This design comes from an exercise in tuning for small area and a short achievable clock period on the open sky130 flow, not from production work. Where RTL was checked, it was by simulation tests only, not by an equivalence proof against the original. The flow treats the clock pin as an ideal source, which a real chip does not have. Power and IR drop assume default switching activity.

sierra:
## Optimized_Wallace
module Optimized_Wallace(
    input clk, rst,
    input [15:0] A, B,
    output reg [31:0] PRODUCT
);
Size in the first run: ~1200 cells after synthesis, about 66 I/O pins.
export LEC_CHECK = 0
export ABC_AREA = 1
export CAP_MARGIN = 20
export CORE_MARGIN = 2
export CORE_UTILIZATION = 60
export CTS_BUF_LIST = sky130_fd_sc_hd__clkbuf_16
export CTS_CLUSTER_DIAMETER = 100
export CTS_CLUSTER_SIZE = 25
export SETUP_SLACK_MARGIN = 1.4
export SLEW_MARGIN = 20
export SYNTH_HIERARCHICAL = 1
export SYNTH_MINIMUM_KEEP_SIZE = 0
export TNS_END_PERCENT = 0
create_clock -name core_clock -period 3.0 [get_ports {clk}]
standard.sh (not shown) runs the stock make flow with config.mk's settings and CLKGATE_MAP_FILE= SYNTH_SCRIPT=/design/flow/synth_recipe.tcl, a recipe that flattens the netlist after the stock synthesis.
==> flow/flow/run.sh <==
#!/bin/bash
# The standard layout (the standard.sh: ORFS synthesis through finish),
# with the port buffers made of sky130_fd_sc_hd__buf_1 instead of the
# resizer's default pick.  Every tool's output goes to a log in this folder
# (make's own output to flow_make.log, ORFS's per-step logs under orfs/logs).
set -euo pipefail
export BUFFER_PORTS_ARGS="-buffer_cell sky130_fd_sc_hd__buf_1"
bash standard.sh finish > flow_make.log 2>&1
sierra | status: complete | timing, DRC, antenna: pass
For quartz, these inputs were changed with respect to sierra:
Settings: ABC_AREA: 1 -> unset.
### Flow results
On setup slack, quartz does better than sierra. Compared to sierra, quartz was floorplanned on a smaller die. Combined flip-flop and latch cell area was higher in the run labelled quartz.
No functional check of the RTL was part of any run of this note.


Another version of the RTL of Optimized_Wallace (not shown whole).
Size: ~1100 cells after synthesis, roughly 13000 um2 of cells after synthesis.
make LEC_CHECK=0 CAP_MARGIN=20 CORE_MARGIN=2 CORE_UTILIZATION=40 SETUP_SLACK_MARGIN=1.4 SLEW_MARGIN=20 SYNTH_HIERARCHICAL=1 SYNTH_MINIMUM_KEEP_SIZE=0 finish   # period 3.0 ns
run.sh (not shown) runs the stock make flow with config.mk's settings and CLKGATE_MAP_FILE= SYNTH_SCRIPT=/design/flow/synth_recipe.tcl, a recipe that flattens the netlist after the stock synthesis.
Stock flow here: none of the scripts above is used.
Rerun with:
- CORE_UTILIZATION: 40 -> 65
- TNS_END_PERCENT: unset -> 0
Wire length falls by 6.1%; final cell count fell by 11%; final area falls by 6.8%; non-clock buffer count went down by 29; via count grows by 1.4%; global-route usage goes up by 10 points; setup slack degrades by 0.0061 ns; sequential power fell by about 3%; hold slack hardly moves; clock power rises by 7.5%; register-to-register slack barely changes.
Rerun with:
- CORE_UTILIZATION: 65 -> 40
The changed run completed with no timing, DRC or antenna violations.
Total power climbs by 1.5%.
Wire length goes up by 3.2%.
Count of clock-buffer cells in the layout grows by 5.
Final area increases by 2.1%.
Clock power grows by 10%.
Sequential cell count does not change.
Via count came out lower by 3.1%.
Utilization goes down by 28 points.
Sequential share of layout area went down by 0.76 points.
Synthesized cell count does not change.
Maximum frequency rose by 1.0%.


Optimized_Wallace, a different RTL version from the one above (not shown whole).
For scale: about 950 cells after synthesis, ~220 flip-flops, ~66 I/O pins, about 11000 sq um of cells after synthesis.
Settings: LEC_CHECK=0, CAP_MARGIN=20, CORE_MARGIN=2, CORE_UTILIZATION=60, CTS_BUF_LIST=sky130_fd_sc_hd__clkbuf_16, CTS_CLUSTER_DIAMETER=100, CTS_CLUSTER_SIZE=25, SETUP_SLACK_MARGIN=1.4, SLEW_MARGIN=20, SYNTH_HIERARCHICAL=1, SYNTH_MINIMUM_KEEP_SIZE=0, TNS_END_PERCENT=0; clock period 3.0 ns.
standard.sh (not shown) runs the stock make flow with config.mk's settings and CLKGATE_MAP_FILE= SYNTH_SCRIPT=/design/flow/synth_recipe.tcl, a recipe that flattens the netlist after the stock synthesis.
==> flow/flow/run.sh <==
#!/bin/bash
set -euo pipefail
export BUFFER_PORTS_ARGS="-buffer_cell sky130_fd_sc_hd__buf_1"
bash standard.sh cts > flow_cts.log 2>&1
export RES=$PWD/orfs/results/sky130hd/Optimized_Wallace/base
export PLATFORM_DIR=$FLOW_HOME/platforms/sky130hd
export SKEW_PLAN=$PWD/flow/plan.tcl
openroad -no_splash -exit flow/skew.tcl > skew_eco.log 2>&1
bash standard.sh finish > flow_make.log 2>&1
==> flow/flow/plan.tcl <==
set rootnet $root
branch r1 {ra* rb15* one* two* neg*} {clkbuf_16} 2 [$block findNet clk]
set root $rootnet
tune r2 {r2*} 0.39 4
tune r3 {r3*} 0.575 3
tune prod {PRODUCT*} 0.77 2
==> flow/flow/skew.tcl <==
set res $::env(RES)
read_lef $::env(PLATFORM_DIR)/lef/sky130_fd_sc_hd.tlef
read_lef $::env(PLATFORM_DIR)/lef/sky130_fd_sc_hd_merged.lef
read_liberty $::env(PLATFORM_DIR)/lib/sky130_fd_sc_hd__tt_025C_1v80.lib
read_db $res/4_cts.odb
read_sdc $res/4_cts.sdc
source $::env(PLATFORM_DIR)/setRC.tcl
set db [ord::get_db]
set block [ord::get_db_block]
set root [$block findNet clknet_0_clk]

proc master {n} { return [[ord::get_db] findMaster sky130_fd_sc_hd__$n] }
set uid 0
proc newbuf {type innet x y} {
  global block uid
  incr uid
  set inst [odb::dbInst_create $block [master $type] "cksk_buf_$uid"]
  set net [odb::dbNet_create $block "cksk_net_$uid"]
  $net setSigType CLOCK
  [$inst findITerm A] connect $innet
  [$inst findITerm X] connect $net
  $inst setLocation [expr int($x)] [expr int($y)]
  $inst setPlacementStatus PLACED
  return $net
}
proc flops {pats} {
  global block
  set out {}
  foreach inst [$block getInsts] {
    set n [$inst getName]
    foreach p $pats { if {[string match $p $n]} { lappend out $inst; break } }
  }
  return $out
}
proc centroid {insts} {
  set sx 0; set sy 0
  foreach i $insts { set b [$i getBBox]; set sx [expr $sx + [$b xMin]]; set sy [expr $sy + [$b yMin]] }
  set n [llength $insts]
  return [list [expr $sx / $n] [expr $sy / $n]]
}
# chain: list of buffer types from the root; the last one is repeated per leaf cluster
proc branch {name pats chain nleaf {src {}}} {
  global root
  if {$src ne {}} { set root $src }
  set fl [flops $pats]
  set fl [lsort -command {apply {{a b} {expr {[[$a getBBox] xMin] - [[$b getBBox] xMin]}}}} $fl]
  set c [centroid $fl]
  set net $root
  if {![llength $chain]} {
    foreach f $fl { set it [$f findITerm CLK]; $it disconnect; $it connect $root }
    puts "branch $name: [llength $fl] flops on the root net"
    return
  }
  foreach t [lrange $chain 0 end-1] { set net [newbuf $t $net [lindex $c 0] [lindex $c 1]] }
  set per [expr {([llength $fl] + $nleaf - 1) / $nleaf}]
  for {set k 0} {$k < $nleaf} {incr k} {
    set grp [lrange $fl [expr $k*$per] [expr ($k+1)*$per - 1]]
    if {![llength $grp]} continue
    set cc [centroid $grp]
    set leaf [newbuf [lindex $chain end] $net [lindex $cc 0] [lindex $cc 1]]
    foreach f $grp {
      set it [$f findITerm CLK]
      $it disconnect
      $it connect $leaf
    }
  }
  puts "branch $name: [llength $fl] flops, chain $chain x $nleaf"
}

# Build a branch, measure the mean clock latency of its flops, and undo it.
set created {}
proc newbuf2 {type innet x y} {
  global created
  set net [newbuf $type $innet $x $y]
  lappend created $net
  return $net
}
proc build {fl chain nleaf} {
  global root created
  set created {}
  set c [centroid $fl]
  set net $root
  foreach t [lrange $chain 0 end-1] { set net [newbuf2 $t $net [lindex $c 0] [lindex $c 1]] }
  set per [expr {([llength $fl] + $nleaf - 1) / $nleaf}]
  for {set k 0} {$k < $nleaf} {incr k} {
    set grp [lrange $fl [expr $k*$per] [expr ($k+1)*$per - 1]]
    if {![llength $grp]} continue
    set cc [centroid $grp]
    set leaf [newbuf2 [lindex $chain end] $net [lindex $cc 0] [lindex $cc 1]]
    foreach f $grp { set it [$f findITerm CLK]; $it disconnect; $it connect $leaf }
  }
}
proc undo {fl orig} {
  global created
  foreach f $fl o $orig { set it [$f findITerm CLK]; $it disconnect; $it connect $o }
  foreach net [lreverse $created] {
    foreach it [$net getITerms] { if {[$it isOutputSignal]} { set inst [$it getInst] } }
    odb::dbInst_destroy $inst
    odb::dbNet_destroy $net
  }
  set created {}
}
proc meanlat {fl} {
  global maxslew
  estimate_parasitics -placement
  set s 0.0
  set maxslew 0.0
  foreach f $fl {
    set pin [get_pins "[$f getName]/CLK"]
    set s [expr {$s + [get_property $pin arrival_max_rise]}]
    set sl [get_property $pin slew_max]
    if {$sl > $maxslew} { set maxslew $sl }
  }
  return [expr {$s / [llength $fl]}]
}
proc tune {name pats target nleaf} {
  global maxslew
  set fl [flops $pats]
  set fl [lsort -command {apply {{a b} {expr {[[$a getBBox] xMin] - [[$b getBBox] xMin]}}}} $fl]
  set orig {}
  foreach f $fl { lappend orig [[$f findITerm CLK] getNet] }
  set best {}
  set besterr 1e9
  set bestn $nleaf
  foreach leaf {clkbuf_16 clkbuf_8} {
    foreach nl [list [expr {$nleaf - 1}] $nleaf [expr {$nleaf + 1}] [expr {$nleaf + 2}]] {
      if {$nl < 1} continue
      foreach first {{} clkbuf_1 clkbuf_2 clkbuf_8 clkbuf_16} {
        for {set n 0} {$n <= 14} {incr n} {
          set chain [concat $first [lrepeat $n clkbuf_4] $leaf]
          build $fl $chain $nl
          set lat [meanlat $fl]
          undo $fl $orig
          set err [expr {abs($lat - $target)}]
          puts "tune $name: $chain x $nl -> [format %.3f $lat] slew [format %.3f $maxslew] (target [format %.3f $target])"
          if {$maxslew < 0.100 && $err < $besterr} { set besterr $err; set best $chain; set bestn $nl }
          if {$lat > $target + 0.2} break
        }
      }
    }
  }
  build $fl $best $bestn
  puts "tune $name: chose $best x $bestn, latency [format %.3f [meanlat $fl]] slew [format %.3f $maxslew]"
}

source $::env(SKEW_PLAN)
# remove clock buffers left without sinks
set changed 1
while {$changed} {
  set changed 0
  foreach inst [$block getInsts] {
    set m [[$inst getMaster] getName]
    if {![string match "*clkbuf*" $m] && ![string match "*clkinv*" $m]} continue
    set x [$inst findITerm X]
    if {$x eq "NULL"} { set x [$inst findITerm Y] }
    if {$x eq "NULL"} continue
    set n [$x getNet]
    if {$n eq "NULL"} continue
    if {[llength [$n getITerms]] <= 1 && [llength [$n getBTerms]] == 0} {
      puts "removing [$inst getName]"
      odb::dbInst_destroy $inst
      odb::dbNet_destroy $n
      set changed 1
    }
  }
}
detailed_placement
check_placement
estimate_parasitics -placement
set_propagated_clock [all_clocks]
catch { report_checks -path_delay max -group_path_count 3 -format end }
catch { report_clock_skew }
foreach p {ra[0]* one0* r2[0]* r3[0]* PRODUCT[0]* v1*} {
  catch { foreach pin [get_pins -quiet $p/CLK] { puts "latency [get_full_name $pin] [get_property $pin arrival_max_rise]" } }
}
write_db $res/4_cts.odb
The starting point finished clean.
Next try:
==> flow/flow/plan.tcl (replaced) <==
branch r1 {ra* rb15* one* two* neg*} {clkbuf_16} 3
tune r2 {r2*} 0.545 4
tune r3 {r3*} 0.686 3
tune prod {PRODUCT*} 0.83 2
--- a/flow/flow/skew.tcl
+++ b/flow/flow/skew.tcl
@@ -41,5 +41,4 @@
 # chain: list of buffer types from the root; the last one is repeated per leaf cluster
-proc branch {name pats chain nleaf {src {}}} {
+proc branch {name pats chain nleaf} {
   global root
-  if {$src ne {}} { set root $src }
   set fl [flops $pats]
@@ -103,12 +102,5 @@
 proc meanlat {fl} {
-  global maxslew
   estimate_parasitics -placement
   set s 0.0
-  set maxslew 0.0
-  foreach f $fl {
-    set pin [get_pins "[$f getName]/CLK"]
-    set s [expr {$s + [get_property $pin arrival_max_rise]}]
-    set sl [get_property $pin slew_max]
-    if {$sl > $maxslew} { set maxslew $sl }
-  }
+  foreach f $fl { set s [expr {$s + [get_property [get_pins "[$f getName]/CLK"] arrival_max_rise]}] }
   return [expr {$s / [llength $fl]}]
@@ -116,3 +108,2 @@
 proc tune {name pats target nleaf} {
-  global maxslew
   set fl [flops $pats]
@@ -123,22 +114,15 @@
   set besterr 1e9
-  set bestn $nleaf
-  foreach leaf {clkbuf_16 clkbuf_8} {
-    foreach nl [list [expr {$nleaf - 1}] $nleaf [expr {$nleaf + 1}] [expr {$nleaf + 2}]] {
-      if {$nl < 1} continue
-      foreach first {{} clkbuf_1 clkbuf_2 clkbuf_8 clkbuf_16} {
-        for {set n 0} {$n <= 14} {incr n} {
-          set chain [concat $first [lrepeat $n clkbuf_4] $leaf]
-          build $fl $chain $nl
-          set lat [meanlat $fl]
-          undo $fl $orig
-          set err [expr {abs($lat - $target)}]
-          puts "tune $name: $chain x $nl -> [format %.3f $lat] slew [format %.3f $maxslew] (target [format %.3f $target])"
-          if {$maxslew < 0.100 && $err < $besterr} { set besterr $err; set best $chain; set bestn $nl }
-          if {$lat > $target + 0.2} break
-        }
-      }
+  foreach first {{} clkbuf_1 clkbuf_2 clkbuf_8} {
+    for {set n 0} {$n <= 6} {incr n} {
+      set chain [concat $first [lrepeat $n clkbuf_4] clkbuf_16]
+      build $fl $chain $nleaf
+      set lat [meanlat $fl]
+      undo $fl $orig
+      set err [expr {abs($lat - $target)}]
+      puts "tune $name: $chain x $nleaf -> [format %.3f $lat] (target $target)"
+      if {$err < $besterr} { set besterr $err; set best $chain }
     }
   }
-  build $fl $best $bestn
-  puts "tune $name: chose $best x $bestn, latency [format %.3f [meanlat $fl]] slew [format %.3f $maxslew]"
+  build $fl $best $nleaf
+  puts "tune $name: chose $best x $nleaf, latency [format %.3f [meanlat $fl]]"
 }
TNS_END_PERCENT = 100   (was 0)
=> Synthesized area is unchanged; cell area increases by 27%; via count rose by 14%; global-route usage grows by 5.6 points; maximum frequency went down by 1.2%; sequential power is higher by about 1%; routed wire length came out higher by 30%.


job 4148:
Optimized_Wallace again, from the RTL that the note above started with.
Design Optimized_Wallace, start of the top module:
module Optimized_Wallace(
    input clk, rst,
    input [15:0] A, B,
    output reg [31:0] PRODUCT
);
    reg [15:0] ra;
    reg rb15;
    reg one0;
    reg two0;
    reg neg0;
    reg one1;
    reg two1;
    reg neg1;
    reg one2;
    reg two2;
    reg neg2;
    reg one3;
    reg two3;
    reg neg3;
    reg one4;
    reg two4;
    reg neg4;
    reg one5;
    reg two5;
    reg neg5;
    reg one6;
    reg two6;
    reg neg6;
    reg one7;
    reg two7;
    reg neg7;
    reg [92:0] r2;
    reg [54:0] r3;
    reg v1, v2, v3;
    wire pp1 = ((one0 & ra[0])) ^ neg0;
    wire pp2 = ((one0 & ra[1]) | (two0 & ra[0])) ^ neg0;
    wire pp3 = ((one0 & ra[2]) | (two0 & ra[1])) ^ neg0;
    wire pp4 = ((one0 & ra[3]) | (two0 & ra[2])) ^ neg0;
    wire pp5 = ((one0 & ra[4]) | (two0 & ra[3])) ^ neg0;
    wire pp6 = ((one0 & ra[5]) | (two0 & ra[4])) ^ neg0;
    wire pp7 = ((one0 & ra[6]) | (two0 & ra[5])) ^ neg0;
    wire pp8 = ((one0 & ra[7]) | (two0 & ra[6])) ^ neg0;
    wire pp9 = ((one0 & ra[8]) | (two0 & ra[7])) ^ neg0;
    wire pp10 = ((one0 & ra[9]) | (two0 & ra[8])) ^ neg0;
    wire pp11 = ((one0 & ra[10]) | (two0 & ra[9])) ^ neg0;
    wire pp12 = ((one0 & ra[11]) | (two0 & ra[10])) ^ neg0;
    wire pp13 = ((one0 & ra[12]) | (two0 & ra[11])) ^ neg0;
    wire pp14 = ((one0 & ra[13]) | (two0 & ra[12])) ^ neg0;
    wire pp15 = ((one0 & ra[14]) | (two0 & ra[13])) ^ neg0;
    wire pp16 = ((one0 & ra[15]) | (two0 & ra[14])) ^ neg0;
    wire pp17 = ((two0 & ra[15])) ^ neg0;
    wire ns18 = ~neg0;
    wire pp19 = ((one1 & ra[0])) ^ neg1;
    wire pp20 = ((one1 & ra[1]) | (two1 & ra[0])) ^ neg1;
    wire pp21 = ((one1 & ra[2]) | (two1 & ra[1])) ^ neg1;
    wire pp22 = ((one1 & ra[3]) | (two1 & ra[2])) ^ neg1;
    wire pp23 = ((one1 & ra[4]) | (two1 & ra[3])) ^ neg1;
    wire pp24 = ((one1 & ra[5]) | (two1 & ra[4])) ^ neg1;
    wire pp25 = ((one1 & ra[6]) | (two1 & ra[5])) ^ neg1;
    wire pp26 = ((one1 & ra[7]) | (two1 & ra[6])) ^ neg1;
    wire pp27 = ((one1 & ra[8]) | (two1 & ra[7])) ^ neg1;
    wire pp28 = ((one1 & ra[9]) | (two1 & ra[8])) ^ neg1;
    wire pp29 = ((one1 & ra[10]) | (two1 & ra[9])) ^ neg1;
    wire pp30 = ((one1 & ra[11]) | (two1 & ra[10])) ^ neg1;
    wire pp31 = ((one1 & ra[12]) | (two1 & ra[11])) ^ neg1;
  ...
Settings: LEC_CHECK=0, CAP_MARGIN=20, CORE_MARGIN=2, CORE_UTILIZATION=60, CTS_BUF_LIST=sky130_fd_sc_hd__clkbuf_16, CTS_CLUSTER_DIAMETER=100, CTS_CLUSTER_SIZE=30, SETUP_SLACK_MARGIN=1.4, SLEW_MARGIN=20, SYNTH_HIERARCHICAL=1, SYNTH_MINIMUM_KEEP_SIZE=0, TNS_END_PERCENT=0; clock period 3.0 ns.
==> flow/flow/run.sh <==
#!/bin/bash
# The standard layout (the standard.sh: ORFS synthesis through finish),
# with the port buffers made of sky130_fd_sc_hd__buf_1 instead of the
# resizer's default pick.  Every tool's output goes to a log in this folder
# (make's own output to flow_make.log, ORFS's per-step logs under orfs/logs).
set -euo pipefail
export BUFFER_PORTS_ARGS="-buffer_cell sky130_fd_sc_hd__buf_1"
bash standard.sh finish > flow_make.log 2>&1
Job 4148 reached the end of the flow, and the finished layout is clean on the timing, design-rule and antenna checks.
The following lists how job 1664 was set up differently from job 4148:
- swapping 30 for 25 in CTS_CLUSTER_SIZE
- putting ABC_AREA at 1 where nothing was set
Results
Job 1664 finished every stage and its layout cleared the timing, design-rule and antenna checks.
Having completed the whole flow, job 4148 delivered a layout that passed the timing, design-rule and antenna checks.
For job 4148, the critical path endpoint was r2[10], unlike job 1664, where it was r2[56].
Peak clock frequency supported by timing: job 1664 < job 4148
Job 1664 ended up with a higher count of nets after finishing than job 4148 did.
Between job 1664 and job 4148, the difference in switching power total is negligible.
### job 1664 -> job 2709
- swapping 0 for 10 in TNS_END_PERCENT
- clearing ABC_AREA, which used to be 1
Results
Delta (job 2709 minus job 1664): clock period minus worst slack went down; relative area of non-clock buffer cells in the final design went up.
From job 1664 to job 2709 the numbers moved as follows: portion of the clock cycle consumed by the worst path in the final layout fell 2.3 points, total design power +0.84 mW.

==> afterwards: timing with drivers on the ports <==
The flow's constraints put no driver on any port. The routed layouts listed below were extracted and timed again, unchanged, in two steps.
Step 1 assumes that a clkbuf_16 drives the clock port and a buf_2 every other input.
Step 2, shift: input delay + t, output delay - t, t = (earliest + latest rising clock arrival at the registers) / 2. This alone moves slack from input paths to output paths.
Slacks: ideal ports / drivers / drivers and shift; pairs: ideal ports / drivers.
run | shift t [ns] | setup WS [ns] | latest minus earliest clock arrival (ns) | worst data-port slew with drivers (ns)
sierra | 0.522 | 0.800 / 0.800 / 0.800 | 0.026 / 0.026 | 0.03
quartz | 0.513 | 0.914 / 0.914 / 0.914 | 0.026 / 0.026 | 0.03
the first run of note 2 | 0.594 | 0.812 / 0.812 / 0.812 | 0.011 / 0.012 | 0.03
the second run of note 2 | 0.575 | 0.806 / 0.806 / 0.806 | 0.013 / 0.013 | 0.04
the third run of note 2 | 0.593 | 0.827 / 0.827 / 0.827 | 0.017 / 0.018 | 0.03
the first run of note 3 | 0.526 | 1.074 / 1.071 / 1.074 | 0.627 / 0.626 | 0.03
the second run of note 3 | 0.635 | 1.051 / 1.009 / 1.051 | 0.524 / 0.524 | 0.04
job 4148 | 0.514 | 0.868 / 0.868 / 0.868 | 0.029 / 0.030 | 0.03
job 1664 | 0.518 | 0.806 / 0.806 / 0.806 | 0.018 / 0.018 | 0.03
job 2709 | 0.519 | 0.874 / 0.874 / 0.874 | 0.034 / 0.034 | 0.03
In the first run of note 3 and the second run of note 3 the clock reaches the registers at very different times; t lies between them, and the last value is a rough guide only.
